This is an optimization exercise on Yosys and OpenROAD, whose aim is small area, not a production implementation. Function was checked by simulation only, so behaviour that the tests miss may differ from the original. The clock input has no modelled driver; a real chip could not lean on it and would need a root buffer or a full tree. Power figures rest on the tool's default switching activity, not on a simulated workload.

==> inputs of job 1798 <==
## full_traffic_light
module full_traffic_light(
input clk_27,
input reset,
input de_bug,
input left_turn_request,
input [1:0]push_button,
output northbound_green, northbound_amber, northbound_red,
output southbound_green, southbound_amber, southbound_red,
output [1:0] southbound_arrow,
output eastbound_green, eastbound_amber, eastbound_red,
output westbound_green, westbound_amber, westbound_red,
output [4:0] NBnd_D, SBnd_D, EBnd_D, WBnd_D,
output [6:1] northbound, southbound, eastbound, westbound
);
reg a;
reg b;
reg [9:0] c005;
reg [12:0] c05;
reg [13:0] c1;
reg [10:0] c10;
reg clk0_05;
reg clk0_5;
reg clk1;
reg clk_10;
reg clk_d_q;
reg clk_q;
reg [5:0] e;
reg ew_red;
reg fd;
reg h;
reg n_red;
reg s_red;
reg walk_request;
reg wk;
reg wlk;
wire n8;
wire n9;
wire n10;
wire n11;
wire n13;
wire n14;
wire n15;
wire n17;
wire n18;
wire n19;
wire n20;
wire n21;
wire n22;
wire n25;
wire n26;
wire n28;
wire n31;
wire n37;
  ...
export LEC_CHECK = 0
export CAP_MARGIN = 20
export CORE_MARGIN = 2
export CORE_UTILIZATION = 65
export SLEW_MARGIN = 20
export SYNTH_HIERARCHICAL = 1
export SYNTH_MINIMUM_KEEP_SIZE = 0
create_clock -name core_clock -period 10.0 [get_ports {clk_27}]
standard.sh (not shown) runs the stock make flow with config.mk's settings and CLKGATE_MAP_FILE= SYNTH_SCRIPT=/design/flow/synth_recipe.tcl, a recipe that flattens the netlist after the stock synthesis.
==> flow/flow/run.sh <==
#!/bin/bash
# Standard layout, except:
#  - logic cells are set to their smallest drive strength after floorplan
#    (flow/downsize.tcl); later repair steps upsize where needed;
#  - the port buffers are the smallest buffer cell (buf_1);
#  - an input port buffer feeding one more buffer takes that buffer's
#    cell instead (flow/resize.tcl);
#  - the clock tree is a few clock buffers, one per cluster of flip-flops,
#    each driven by the clock port (flow/cts.tcl).
set -euo pipefail
export POST_FLOORPLAN_TCL="$(pwd)/flow/downsize.tcl"
export BUFFER_PORTS_ARGS="-buffer_cell sky130_fd_sc_hd__buf_1"
export PRE_RESIZE_TCL="$(pwd)/flow/resize.tcl"
export PRE_CTS_TCL="$(pwd)/flow/cts.tcl"
export MY_CLOCK_CLUSTERS="${MY_CLOCK_CLUSTERS:-4}"
export MY_CLOCK_BUFFER="${MY_CLOCK_BUFFER:-sky130_fd_sc_hd__clkbuf_8}"
bash standard.sh > standard.log 2>&1
==> flow/flow/resize.tcl <==
# Sourced before the resize step: an input port whose buffer drives a
# single buffer (added by placement's repair for a large fanout, as for the
# reset) gets that buffer's cell as its port buffer instead of the chain.
set block [ord::get_db_block]
foreach bterm [$block getBTerms] {
  if {[$bterm getIoType] ne "INPUT"} { continue }
  set net [$bterm getNet]
  if {$net eq "NULL" || [$net getSigType] eq "CLOCK"} { continue }
  set its [$net getITerms]
  if {[llength $its] != 1} { continue }
  set pbuf [[lindex $its 0] getInst]
  if {![regexp {__buf_|__clkbuf_} [[$pbuf getMaster] getName]]} { continue }
  set onet ""
  foreach it [$pbuf getITerms] { if {[$it isOutputSignal]} { set onet [$it getNet] } }
  if {$onet eq "" || $onet eq "NULL"} { continue }
  set loads {}
  foreach it [$onet getITerms] { if {[$it getInst] ne $pbuf} { lappend loads $it } }
  if {[llength $loads] != 1 || [llength [$onet getBTerms]] != 0} { continue }
  set b2 [[lindex $loads 0] getInst]
  set cell [[$b2 getMaster] getName]
  if {![regexp {__buf_|__clkbuf_} $cell]} { continue }
  puts "port [$bterm getName]: buffer [$pbuf getName] -> [$b2 getName] ($cell) merged"
  remove_buffers [get_cells [$b2 getName]]
  replace_cell [$pbuf getName] $cell
}
Other scripts of this flow, unchanged in this note and not shown: flow/flow/cts.tcl, flow/flow/downsize.tcl
==> inputs of job 5242, as changes to job 1798 <==
==> flow/flow/run.sh (replaced) <==
#!/bin/bash
# Standard layout, except:
#  - logic cells are set to their smallest drive strength after floorplan
#    (flow/downsize.tcl); later repair steps upsize where needed;
#  - the port buffers are the smallest buffer cell (buf_1);
#  - the clock tree is a few clock buffers, one per cluster of flip-flops,
#    each driven by the clock port (flow/cts.tcl).
set -euo pipefail
export POST_FLOORPLAN_TCL="$(pwd)/flow/downsize.tcl"
export BUFFER_PORTS_ARGS="-buffer_cell sky130_fd_sc_hd__buf_1"
export PRE_CTS_TCL="$(pwd)/flow/cts.tcl"
export MY_CLOCK_CLUSTERS="${MY_CLOCK_CLUSTERS:-4}"
export MY_CLOCK_BUFFER="${MY_CLOCK_BUFFER:-sky130_fd_sc_hd__clkbuf_8}"
bash standard.sh > standard.log 2>&1
removed: flow/flow/resize.tcl
==> comparison <==
Job 5242 finished clean. Job 1798 produced a clean layout.
Register-to-register slack is about the same in job 1798 and job 5242.
Power is about the same in job 5242 and job 1798.
Against job 5242, the routed wire length of job 1798 is higher by about 0.46%.
Clock skew: job 1798 is higher than job 5242 (7.0 ps).
Via count is the same in job 1798 and job 5242.
Sequential power is about the same in job 1798 and job 5242.
Area after synthesis is the same in job 5242 and job 1798.
Sequential cell count is the same in job 5242 and job 1798.
Of job 5242 and job 1798, job 5242 has the higher hold slack (gap 1.6 ps).
No run of this note takes its clock network from TritonCTS; it comes from the design's own scripts or RTL.

========
==> run a: inputs <==
Another version of the RTL of full_traffic_light (not shown whole).
export LEC_CHECK = 0
export CAP_MARGIN = 20
export CORE_MARGIN = 2
export CORE_UTILIZATION = 40
export SLEW_MARGIN = 20
export SYNTH_HIERARCHICAL = 1
export SYNTH_MINIMUM_KEEP_SIZE = 0
create_clock -name core_clock -period 10.0 [get_ports {clk_27}]
==> flow/flow/run.sh <==
#!/bin/bash
# Standard layout, except:
#  - logic cells are set to their smallest drive strength after floorplan
#    (flow/downsize.tcl); later repair steps upsize where needed;
#  - the port buffers are the smallest buffer cell (buf_1);
#  - the clock tree uses small clock buffers and no dummy loads.
set -euo pipefail
export POST_FLOORPLAN_TCL="$(pwd)/flow/downsize.tcl"
export BUFFER_PORTS_ARGS="-buffer_cell sky130_fd_sc_hd__buf_1"
export CTS_ARGS="-sink_clustering_enable -repair_clock_nets -buf_list {sky130_fd_sc_hd__clkbuf_2 sky130_fd_sc_hd__clkbuf_4} -sink_clustering_size 30 -sink_clustering_max_diameter 100 -dont_use_dummy_load"
bash standard.sh > standard.log 2>&1
==> flow/flow/downsize.tcl <==
# Sourced after floorplan: every logic cell is set to the smallest drive
# strength of its own cell family (same function and pins).  Synthesis
# sizes for loads it cannot see; later resizing (repair_design,
# repair_timing) upsizes again where slew, capacitance or timing need it.
set db [ord::get_db]
set block [ord::get_db_block]
set dont_use $::env(DONT_USE_CELLS)
set families [dict create]
foreach lib [$db getLibs] {
  foreach m [$lib getMasters] {
    set n [$m getName]
    if {[lsearch -exact $dont_use $n] >= 0} { continue }
    if {![regexp {^(sky130_fd_sc_hd__[a-z0-9]+)_([0-9]+)$} $n -> fam drive]} { continue }
    set area [expr {[$m getWidth] * [$m getHeight]}]
    if {![dict exists $families $fam] || $area < [lindex [dict get $families $fam] 1]} {
      dict set families $fam [list $n $area]
    }
  }
}
set count 0
foreach inst [$block getInsts] {
  set m [$inst getMaster]
  set n [$m getName]
  if {![regexp {^(sky130_fd_sc_hd__[a-z0-9]+)_([0-9]+)$} $n -> fam drive]} { continue }
  # registers, clock cells, tie cells and physical cells keep their cell
  if {[regexp {__(df|dl|sdf|edf|clk|conb|tap|fill|decap|diode|probe|lpflow)} $n]} { continue }
  if {![dict exists $families $fam]} { continue }
  set best [lindex [dict get $families $fam] 0]
  set area [expr {[$m getWidth] * [$m getHeight]}]
  if {$best ne $n && [lindex [dict get $families $fam] 1] < $area} {
    replace_cell [$inst getName] $best
    incr count
  }
}
puts "downsize: $count cells set to their smallest drive strength"
==> inputs of run b, as changes to run a <==
==> flow/flow/run.sh (replaced) <==
#!/bin/bash
# Standard layout, except:
#  - logic cells are set to their smallest drive strength after floorplan
#    (flow/downsize.tcl); later repair steps upsize where needed;
#  - the port buffers are the smallest buffer cell (buf_1);
#  - the clock tree is a few clock buffers, one per cluster of flip-flops,
#    each driven by the clock port (flow/cts.tcl).
set -euo pipefail
export POST_FLOORPLAN_TCL="$(pwd)/flow/downsize.tcl"
export BUFFER_PORTS_ARGS="-buffer_cell sky130_fd_sc_hd__buf_1"
export PRE_CTS_TCL="$(pwd)/flow/cts.tcl"
export MY_CLOCK_CLUSTERS="${MY_CLOCK_CLUSTERS:-4}"
export MY_CLOCK_BUFFER="${MY_CLOCK_BUFFER:-sky130_fd_sc_hd__clkbuf_8}"
bash standard.sh > standard.log 2>&1
==> flow/flow/cts.tcl (new file) <==
# Replaces clock_tree_synthesis (sourced before CTS): the flip-flops are
# split into MY_CLOCK_CLUSTERS groups by k-means on their placement, and
# each group gets one MY_CLOCK_BUFFER at its centre, driven by the clock
# port.  Every flip-flop clock pin is driven by exactly one buffer.
rename clock_tree_synthesis __orig_clock_tree_synthesis
proc clock_tree_synthesis {args} {
  set k $::env(MY_CLOCK_CLUSTERS)
  set buf $::env(MY_CLOCK_BUFFER)
  set block [ord::get_db_block]
  set dbu [$block getDbUnitsPerMicron]
  set pins [get_pins -of_objects [get_nets clk_27]]
  set pts {}
  foreach p $pins {
    set box [[[sta::sta_to_db_pin $p] getInst] getBBox]
    lappend pts [list $p [expr {([$box xMin] + [$box xMax]) / 2.0 / $dbu}] \
      [expr {([$box yMin] + [$box yMax]) / 2.0 / $dbu}]]
  }
  set n [llength $pts]
  # initial centres: sinks spread along x + y
  set sorted [lsort -real -index 1 [lmap q $pts {list [lindex $q 0] [expr {[lindex $q 1] + [lindex $q 2]}]}]]
  set cx {}
  set cy {}
  for {set c 0} {$c < $k} {incr c} {
    set q [lindex $pts [lsearch -exact -index 0 $pts [lindex [lindex $sorted [expr {int(($c + 0.5) * $n / $k)}]] 0]]]
    lappend cx [lindex $q 1]
    lappend cy [lindex $q 2]
  }
  for {set it 0} {$it < 50} {incr it} {
    set groups [lrepeat $k {}]
    foreach q $pts {
      set best 0
      set bd 1e30
      for {set c 0} {$c < $k} {incr c} {
        set d [expr {abs([lindex $q 1] - [lindex $cx $c]) + abs([lindex $q 2] - [lindex $cy $c])}]
        if {$d < $bd} { set bd $d; set best $c }
      }
      lset groups $best [concat [lindex $groups $best] [list $q]]
    }
    for {set c 0} {$c < $k} {incr c} {
      set g [lindex $groups $c]
      if {[llength $g] == 0} { continue }
      set sx 0.0
      set sy 0.0
      foreach q $g { set sx [expr {$sx + [lindex $q 1]}]; set sy [expr {$sy + [lindex $q 2]}] }
      lset cx $c [expr {$sx / [llength $g]}]
      lset cy $c [expr {$sy / [llength $g]}]
    }
  }
  for {set c 0} {$c < $k} {incr c} {
    set g [lindex $groups $c]
    if {[llength $g] == 0} { continue }
    puts "clock buffer $c: [llength $g] sinks at [lindex $cx $c] [lindex $cy $c]"
    insert_buffer -buffer_cell $buf -net clk_27 -load_pins [lmap q $g {lindex $q 0}] \
      -location [list [lindex $cx $c] [lindex $cy $c]] \
      -buffer_name clkbuf_$c -net_name clknet_$c
  }
  foreach it [[[$block findBTerm clk_27] getNet] getITerms] {
    set inst [$it getInst]
    foreach o [$inst getITerms] {
      if {[$o isOutputSignal]} { [$o getNet] setSigType CLOCK }
    }
  }
  set_propagated_clock [all_clocks]
}
==> summary of the runs <==
Run a completed with no timing, DRC or antenna violations. Run b finished with timing, DRC and antenna clean.
Against run b, the first-iteration DRC count of run a is smaller by about 28%.
In run a the utilization is higher than in run b, by 0.18 points.
Of run b and run a, run b has the higher hold slack (gap 3.1 ps).
Of run a and run b, run b has the higher sequential share of layout area (gap 0.27 points).
Against run a, the combinational power of run b is smaller by about 0.9%.
In run a the maximum frequency is smaller than in run b, by about 5%.
In run b the cell count is lower than in run a, by 1.4%.
The clock cells of run b come from the design's own scripts or RTL, not from TritonCTS.

========
==> try-nickel: inputs <==
Another version of the RTL of full_traffic_light (not shown whole).
==> flow/config.mk <==
export PLATFORM = sky130hd
export DESIGN_NAME = full_traffic_light
export DESIGN_NICKNAME = full_traffic_light
export VERILOG_FILES = /design/flow/design.v
export SDC_FILE = /design/flow/constraint.sdc
export NUM_CORES = 4
export LEC_CHECK = 0
export CAP_MARGIN = 20
export CORE_MARGIN = 2
export CORE_UTILIZATION = 40
export SLEW_MARGIN = 20
export SYNTH_HIERARCHICAL = 1
export SYNTH_MINIMUM_KEEP_SIZE = 0
==> flow/constraint.sdc <==
create_clock -name core_clock -period 10.0 [get_ports {clk_27}]
set_input_delay 2.0000 -clock core_clock [delete_from_list [all_inputs] [get_ports {clk_27}]]
set_output_delay 2.0000 -clock core_clock [all_outputs]
set_load 0.01 [all_outputs]
==> flow/flow/run.sh <==
#!/bin/bash
# Standard layout, except:
#  - logic cells are set to their smallest drive strength after floorplan
#    (flow/downsize.tcl); later repair steps upsize where needed;
#  - the port buffers are the smallest buffer cell (buf_1);
#  - the clock tree is a few clock buffers, one per cluster of flip-flops,
#    each driven by the clock port (flow/cts.tcl).
set -euo pipefail
export POST_FLOORPLAN_TCL="$(pwd)/flow/downsize.tcl"
export BUFFER_PORTS_ARGS="-buffer_cell sky130_fd_sc_hd__buf_1"
export PRE_CTS_TCL="$(pwd)/flow/cts.tcl"
export MY_CLOCK_CLUSTERS="${MY_CLOCK_CLUSTERS:-4}"
export MY_CLOCK_BUFFER="${MY_CLOCK_BUFFER:-sky130_fd_sc_hd__clkbuf_8}"
bash standard.sh > standard.log 2>&1
Scripts as last shown in full above: flow/flow/downsize.tcl
Other scripts of this flow, unchanged in this note and not shown: flow/flow/cts.tcl
==> try-indigo (differences from try-nickel) <==
Settings changed: CORE_UTILIZATION 40 to 65.
==> flow_summary_export.csv <==
group,metric,value,unit
status,status,"complete, no violations",
worst_setup_path,arrival,2170,ps
detailed_routing,wl_per_cell,13.3,um
die,nWellTaps,52,
sta,min_period_over_period,41.7,%
placement,post-place-ws,6040,ps
die,die_x,70.6,um
finish,design_area,2770,um2
min_path,whs_endpoint,"c005[9]$_DFF_PN0_",
detailed_routing,wl_met1,1750,um
die,start_util,66.7,%
sta,fmax,0.240,GHz
power_and_ir_drop,switching_power,70.9,uW
power_and_ir_drop,comb_cell_power,6.16,uW
power_and_ir_drop,p_total,397,uW
power_and_ir_drop,p_per_area,143,nW/um2
die,die-area,4980,um2
-- figures above: try-indigo

==> flow_summary_export.csv <==
group,metric,value,unit
status,status,"complete, no violations",
power_and_ir_drop,p_total,397,uW
die,die_x,88.9,um
detailed_routing,wl_met1,1930,um
die,die-area,7900,um2
finish,design_area,2830,um2
power_and_ir_drop,switching_power,71.4,uW
die,start_util,42.0,%
placement,post-place-ws,5990,ps
die,nWellTaps,96,
sta,min_period_over_period,42.2,%
worst_setup_path,arrival,2220,ps
-- figures above: try-nickel

No run of this note takes its clock network from TritonCTS; it comes from the design's own scripts or RTL.

========
==> indigo: inputs <==
==> flow/design.v <==
module full_traffic_light(
input clk_27,
input reset,
input de_bug,
input left_turn_request,
input [1:0]push_button,
output reg northbound_green, northbound_amber, northbound_red,
output reg southbound_green, southbound_amber, southbound_red,
output reg [1:0] southbound_arrow,
output reg eastbound_green, eastbound_amber, eastbound_red,
output reg westbound_green, westbound_amber, westbound_red,
output reg [4:0] NBnd_D, SBnd_D, EBnd_D, WBnd_D,
output [6:1] northbound, southbound, eastbound, westbound
);
localparam [13:0] C1_T = 14'd8524;
localparam [10:0] C10_T = 11'd1555;
localparam [12:0] C05_T = 13'd5772;
localparam [9:0] C005_T = 10'd597;
localparam C1_J = ~C1_T[8];
localparam C10_J = ~C10_T[4];
localparam C05_J = ~C05_T[3];
localparam C005_J = ~C005_T[4];
reg [13:0] c1;
reg clk1;
wire c1_end = (c1 & 14'h3F3F) == (14'd8524 & 14'h3F3F);
always @ (posedge clk_27 or negedge reset)
if (reset == 1'b0) begin
	c1 <= 14'd152;
	clk1 <= 1'b0;
end else begin
	c1 <= {c1[12:9], c1_end ? C1_J : c1[8], c1[7:0], ~(c1[13] ^ c1[0] ^ c1[2] ^ c1[3])};
	clk1 <= clk1 ^ c1_end;
end
reg [10:0] c10;
reg clk_10;
wire c10_end = (c10 & 11'h7B3) == (11'd1555 & 11'h7B3);
always @ (posedge clk_27 or negedge reset)
if (reset == 1'b0) begin
	c10 <= 11'd1030;
	clk_10 <= 1'b0;
end else begin
	c10 <= {c10[9:5], c10_end ? C10_J : c10[4], c10[3:0], ~(c10[10] ^ c10[2])};
	clk_10 <= clk_10 ^ c10_end;
end
reg [12:0] c05;
reg clk0_5;
wire c05_end = (c05 & 13'h0FDF) == (13'd5772 & 13'h0FDF);
always @ (posedge clk_27 or negedge reset)
if (reset == 1'b0) begin
	c05 <= 13'd3336;
	clk0_5 <= 1'b0;
end else begin
	c05 <= {c05[11:4], c05_end ? C05_J : c05[3], c05[2:0], c05[12] ^ c05[3]};
	clk0_5 <= clk0_5 ^ c05_end;
end
reg [9:0] c005;
reg clk0_05;
wire c005_end = (c005 & 10'h0FF) == (10'd597 & 10'h0FF);
always @ (posedge clk_27 or negedge reset)
if (reset == 1'b0) begin
	c005 <= 10'd138;
	clk0_05 <= 1'b0;
end else begin
	c005 <= {c005[8:5], c005_end ? C005_J : c005[4], c005[3:0], c005[9] ^ c005[0]};
	clk0_05 <= clk0_05 ^ c005_end;
end
wire clk = de_bug ? clk_10 : clk1;
wire clk_d = de_bug ? clk0_05 : clk0_5;
reg clk_q, clk_d_q;
always @ (posedge clk_27)
begin
	clk_q <= clk;
	clk_d_q <= clk_d;
end
wire tick = clk & ~clk_q;
wire dtick = clk_d & ~clk_d_q;
reg h, a, b;        
reg wk;             
reg walk_request;
reg [5:0] e;        
wire L60 = ~a & ~b;
wire L6  = ~a &  b;
wire L20 =  a & ~b;
wire L2  =  a &  b;
wire pend = e[0] & (L2 | (L6 & e[2]) | (e[4] & e[1] & (L20 | (L60 & e[5] & e[3]))));
wire adv = tick & pend;
wire enter60 = a & (h | (b & left_turn_request));
always @ (posedge clk_27 or negedge reset)
if (reset == 1'b0) begin
	h <= 1'b0;
	a <= 1'b0;
	b <= 1'b0;
	wk <= 1'b0;
	e <= 6'd0;
end else if (tick == 1'b1) begin
	if (pend == 1'b1) begin
		h <= h ^ (a & b);
		a <= ~a ? b : (b ? ~h & ~left_turn_request : ~h);
		b <= ~a ? (~b | h | push_button[0]) : (~b & ~h);
		wk <= walk_request;
		e <= 6'd0;
	end else
		e <= e + 6'd1;
end
always @ (posedge clk_27 or negedge reset)
if (reset == 1'b0)
	walk_request <= 1'b0;
else if (push_button[1] == 1'b0)
	walk_request <= 1'b1;
else if (adv & enter60)
	walk_request <= 1'b0;
wire ew60 = ~h & L60;             
wire ns60 =  h & L60;             
wire st2s = ~h & L20;
wire w10 = ~(e[5] | e[4] | (e[3] & (e[2] | e[1])));    
wire w30 = ~(e[5] | (e[4] & e[3] & e[2] & e[1]));      
wire ew_walk = ew60 & wk;
wire ns_walk = ns60 & wk;
always @ *
begin
	eastbound_green = ~ew60;
	westbound_green = ~ew60;
	eastbound_amber = ~(~h & L6);
	westbound_amber = ~(~h & L6);
	northbound_green = ~ns60;
	southbound_green = ~ns60;
	northbound_amber = ~(h & L6);
	southbound_amber = ~(h & (a ^ b));
	southbound_arrow = {2{~(h & L20)}};
	NBnd_D = {5{(ns_walk & w30) | st2s}};
	SBnd_D = {5{(ns_walk & w30) | st2s}};
	EBnd_D = {5{(ew_walk & w30) | st2s}};
	WBnd_D = {5{(ew_walk & w30) | st2s}};
end
reg ew_red, n_red, s_red, wlk, fd, side;
wire walk = wk & L60;
wire fd_cur = fd & (side == h);     
always @ (posedge clk_27 or negedge reset)
if (reset == 1'b0) begin
	ew_red <= 1'b1;
	n_red <= 1'b0;
	s_red <= 1'b0;
	wlk <= 1'b0;
	fd <= 1'b0;
	side <= 1'b0;
end else if (dtick == 1'b1) begin
	ew_red <= st2s ? ~ew_red : ~h & ~a;
	n_red <= st2s ? ~n_red : h & ~a;
	s_red <= st2s ? ~s_red : h & ~(a & b);
	wlk <= walk & w10;
	fd <= walk & (w10 | (w30 & ~fd_cur));
	side <= h;
end
always @ *
begin
	eastbound_red = ew_red;
	westbound_red = ew_red;
	northbound_red = n_red;
	southbound_red = s_red;
end
wire ns_w = ~(wlk & side);
wire ew_w = ~(wlk & ~side);
wire ns_fd = fd & side;
wire ew_fd = fd & ~side;
assign northbound = {ns_w, {5{ns_fd}}};
assign southbound = {ns_w, {5{ns_fd}}};
assign eastbound = {ew_w, {5{ew_fd}}};
assign westbound = {ew_w, {5{ew_fd}}};
endmodule
==> flow/flow/run.sh <==
#!/bin/bash
# Standard layout, except:
#  - logic cells are set to their smallest drive strength after floorplan
#    (flow/downsize.tcl); later repair steps upsize where needed;
#  - the port buffers are the smallest buffer cell (buf_1);
#  - the clock tree uses small clock buffers and no dummy loads.
set -euo pipefail
export POST_FLOORPLAN_TCL="$(pwd)/flow/downsize.tcl"
export BUFFER_PORTS_ARGS="-buffer_cell sky130_fd_sc_hd__buf_1"
export CTS_ARGS="-sink_clustering_enable -repair_clock_nets -buf_list {sky130_fd_sc_hd__clkbuf_2 sky130_fd_sc_hd__clkbuf_4} -sink_clustering_size 30 -sink_clustering_max_diameter 100 -dont_use_dummy_load"
bash standard.sh > standard.log 2>&1
==> flow/flow/downsize.tcl <==
# Sourced after floorplan: every logic cell is set to the smallest drive
# strength of its own cell family (same function and pins).  Synthesis
# sizes for loads it cannot see; later resizing (repair_design,
# repair_timing) upsizes again where slew, capacitance or timing need it.
set db [ord::get_db]
set block [ord::get_db_block]
set dont_use $::env(DONT_USE_CELLS)
set families [dict create]
foreach lib [$db getLibs] {
  foreach m [$lib getMasters] {
    set n [$m getName]
    if {[lsearch -exact $dont_use $n] >= 0} { continue }
    if {![regexp {^(sky130_fd_sc_hd__[a-z0-9]+)_([0-9]+)$} $n -> fam drive]} { continue }
    set area [expr {[$m getWidth] * [$m getHeight]}]
    if {![dict exists $families $fam] || $area < [lindex [dict get $families $fam] 1]} {
      dict set families $fam [list $n $area]
    }
  }
}
set count 0
foreach inst [$block getInsts] {
  set m [$inst getMaster]
  set n [$m getName]
  if {![regexp {^(sky130_fd_sc_hd__[a-z0-9]+)_([0-9]+)$} $n -> fam drive]} { continue }
  # registers, clock cells, tie cells and physical cells keep their cell
  if {[regexp {__(df|dl|sdf|edf|clk|conb|tap|fill|decap|diode|probe|lpflow)} $n]} { continue }
  if {![dict exists $families $fam]} { continue }
  set best [lindex [dict get $families $fam] 0]
  set area [expr {[$m getWidth] * [$m getHeight]}]
  if {$best ne $n && [lindex [dict get $families $fam] 1] < $area} {
    replace_cell [$inst getName] $best
    incr count
  }
}
puts "downsize: $count cells set to their smallest drive strength"
==> flow/standard.sh <==
#!/bin/bash
# synth_recipe.tcl (not shown) runs the flow's synth.tcl, then flattens the netlist and writes it again
# the make line also repeats each setting of config.mk as NAME=value (left out here)
make -C /OpenROAD-flow-scripts/flow DESIGN_CONFIG=/design/flow/config.mk WORK_HOME=/design/flow/orfs CLKGATE_MAP_FILE= SYNTH_SCRIPT=/design/flow/synth_recipe.tcl "${@:-finish}"
==> flow/config.mk <==
export PLATFORM = sky130hd
export DESIGN_NAME = full_traffic_light
export DESIGN_NICKNAME = full_traffic_light
export VERILOG_FILES = /design/flow/design.v
export SDC_FILE = /design/flow/constraint.sdc
export NUM_CORES = 4
export LEC_CHECK = 0
export CAP_MARGIN = 20
export CORE_MARGIN = 2
export CORE_UTILIZATION = 40
export SLEW_MARGIN = 20
==> flow/constraint.sdc <==
create_clock -name core_clock -period 10.0 [get_ports {clk_27}]
set_input_delay 2.0000 -clock core_clock [delete_from_list [all_inputs] [get_ports {clk_27}]]
set_output_delay 2.0000 -clock core_clock [all_outputs]
set_load 0.01 [all_outputs]
==> yarrow: changes against indigo <==
--- a/flow/design.v
+++ b/flow/design.v
@@ -134,5 +134,3 @@
 end
-reg ew_red, n_red, s_red, wlk, fd, side;
-wire walk = wk & L60;
-wire fd_cur = fd & (side == h);     
+reg ew_red, n_red, s_red, ns_w, ns_fd, ew_w, ew_fd;
 always @ (posedge clk_27 or negedge reset)
@@ -142,5 +140,6 @@
 	s_red <= 1'b0;
-	wlk <= 1'b0;
-	fd <= 1'b0;
-	side <= 1'b0;
+	ns_w <= 1'b1;
+	ns_fd <= 1'b0;
+	ew_w <= 1'b1;
+	ew_fd <= 1'b0;
 end else if (dtick == 1'b1) begin
@@ -149,5 +148,6 @@
 	s_red <= st2s ? ~s_red : h & ~(a & b);
-	wlk <= walk & w10;
-	fd <= walk & (w10 | (w30 & ~fd_cur));
-	side <= h;
+	ns_w <= ~(ns_walk & w10);
+	ns_fd <= ns_walk & (w10 | (w30 & ~ns_fd));
+	ew_w <= ~(ew_walk & w10);
+	ew_fd <= ew_walk & (w10 | (w30 & ~ew_fd));
 end
@@ -160,6 +160,2 @@
 end
-wire ns_w = ~(wlk & side);
-wire ew_w = ~(wlk & ~side);
-wire ns_fd = fd & side;
-wire ew_fd = fd & ~side;
 assign northbound = {ns_w, {5{ns_fd}}};
==> flow/flow/run.sh (replaced) <==
#!/bin/bash
# Standard layout, with the port buffers made from the smallest buffer cell
# and a clock tree of small clock buffers without dummy loads.
set -euo pipefail
export BUFFER_PORTS_ARGS="-buffer_cell sky130_fd_sc_hd__buf_1"
export CTS_ARGS="-sink_clustering_enable -repair_clock_nets -buf_list {sky130_fd_sc_hd__clkbuf_4 sky130_fd_sc_hd__clkbuf_8} -sink_clustering_size 50 -sink_clustering_max_diameter 200 -dont_use_dummy_load"
bash standard.sh > standard.log 2>&1
removed: flow/flow/downsize.tcl
==> notes <==
- yarrow produced a clean layout. indigo finished clean.
- Against indigo, the total power of yarrow is higher by about 12%.
- Clock power: indigo is smaller than yarrow (27%).
- Between yarrow and indigo, the lower sequential power is in indigo (gap about 1%, measured against indigo).
- In indigo the via count is larger than in yarrow, by about 2.5%.
- Of yarrow and indigo, yarrow has the higher combinational power (gap about 3%, measured against indigo).
- Of yarrow and indigo, indigo has the higher non-clock buffer count (gap 1).
- Synthesized area: indigo is smaller than yarrow (about 0.7%).
- Of indigo and yarrow, indigo has the higher worst setup slack (gap 83 ps).
- In count of clock-buffer cells in the layout, yarrow and indigo do not differ.

## separate check: timing with driven ports
The flow's constraints put no driver on any port. The routed layouts listed below were extracted and timed again, unchanged, in two steps.
Step 1, drivers: a clkbuf_16 drives clk_27 and a buf_2 each remaining input, both assumed.
Step 2 adds t to the input delays and takes it off the output delays; t is the mean of the earliest and latest rising clock arrival at the registers after step 1. Input paths then give back, and output paths get back, about the clock's delay inside the block.
a / b / c = no drivers / after step 1 / after step 2; a / b = the first two.
| run | t, ns | setup slack, ns | hold slack, ns | latest minus earliest clock arrival (ns) |
|---|---|---|---|---|
| job 1798 | 0.203 | 6.012 / 5.957 / 6.160 | 0.366 / 0.366 / 0.366 | 0.036 / 0.036 |
| job 5242 | 0.203 | 6.095 / 6.042 / 6.244 | 0.367 / 0.367 / 0.367 | 0.029 / 0.029 |
| run a | 0.401 | 5.848 / 5.825 / 6.227 | 0.354 / 0.354 / 0.354 | 0.025 / 0.025 |
| run b | 0.210 | 6.052 / 5.999 / 6.209 | 0.357 / 0.357 / 0.357 | 0.019 / 0.019 |
| try-nickel | 0.212 | 5.781 / 5.726 / 5.938 | 0.357 / 0.357 / 0.357 | 0.032 / 0.033 |
| try-indigo | 0.210 | 5.833 / 5.779 / 5.988 | 0.348 / 0.348 / 0.348 | 0.023 / 0.023 |
| indigo | 0.407 | 5.849 / 5.823 / 6.231 | 0.346 / 0.346 / 0.346 | 0.039 / 0.039 |
| yarrow | 0.359 | 5.767 / 5.735 / 6.095 | 0.346 / 0.346 / 0.346 | 0.013 / 0.013 |
After both steps setup and hold are still met in every run listed.
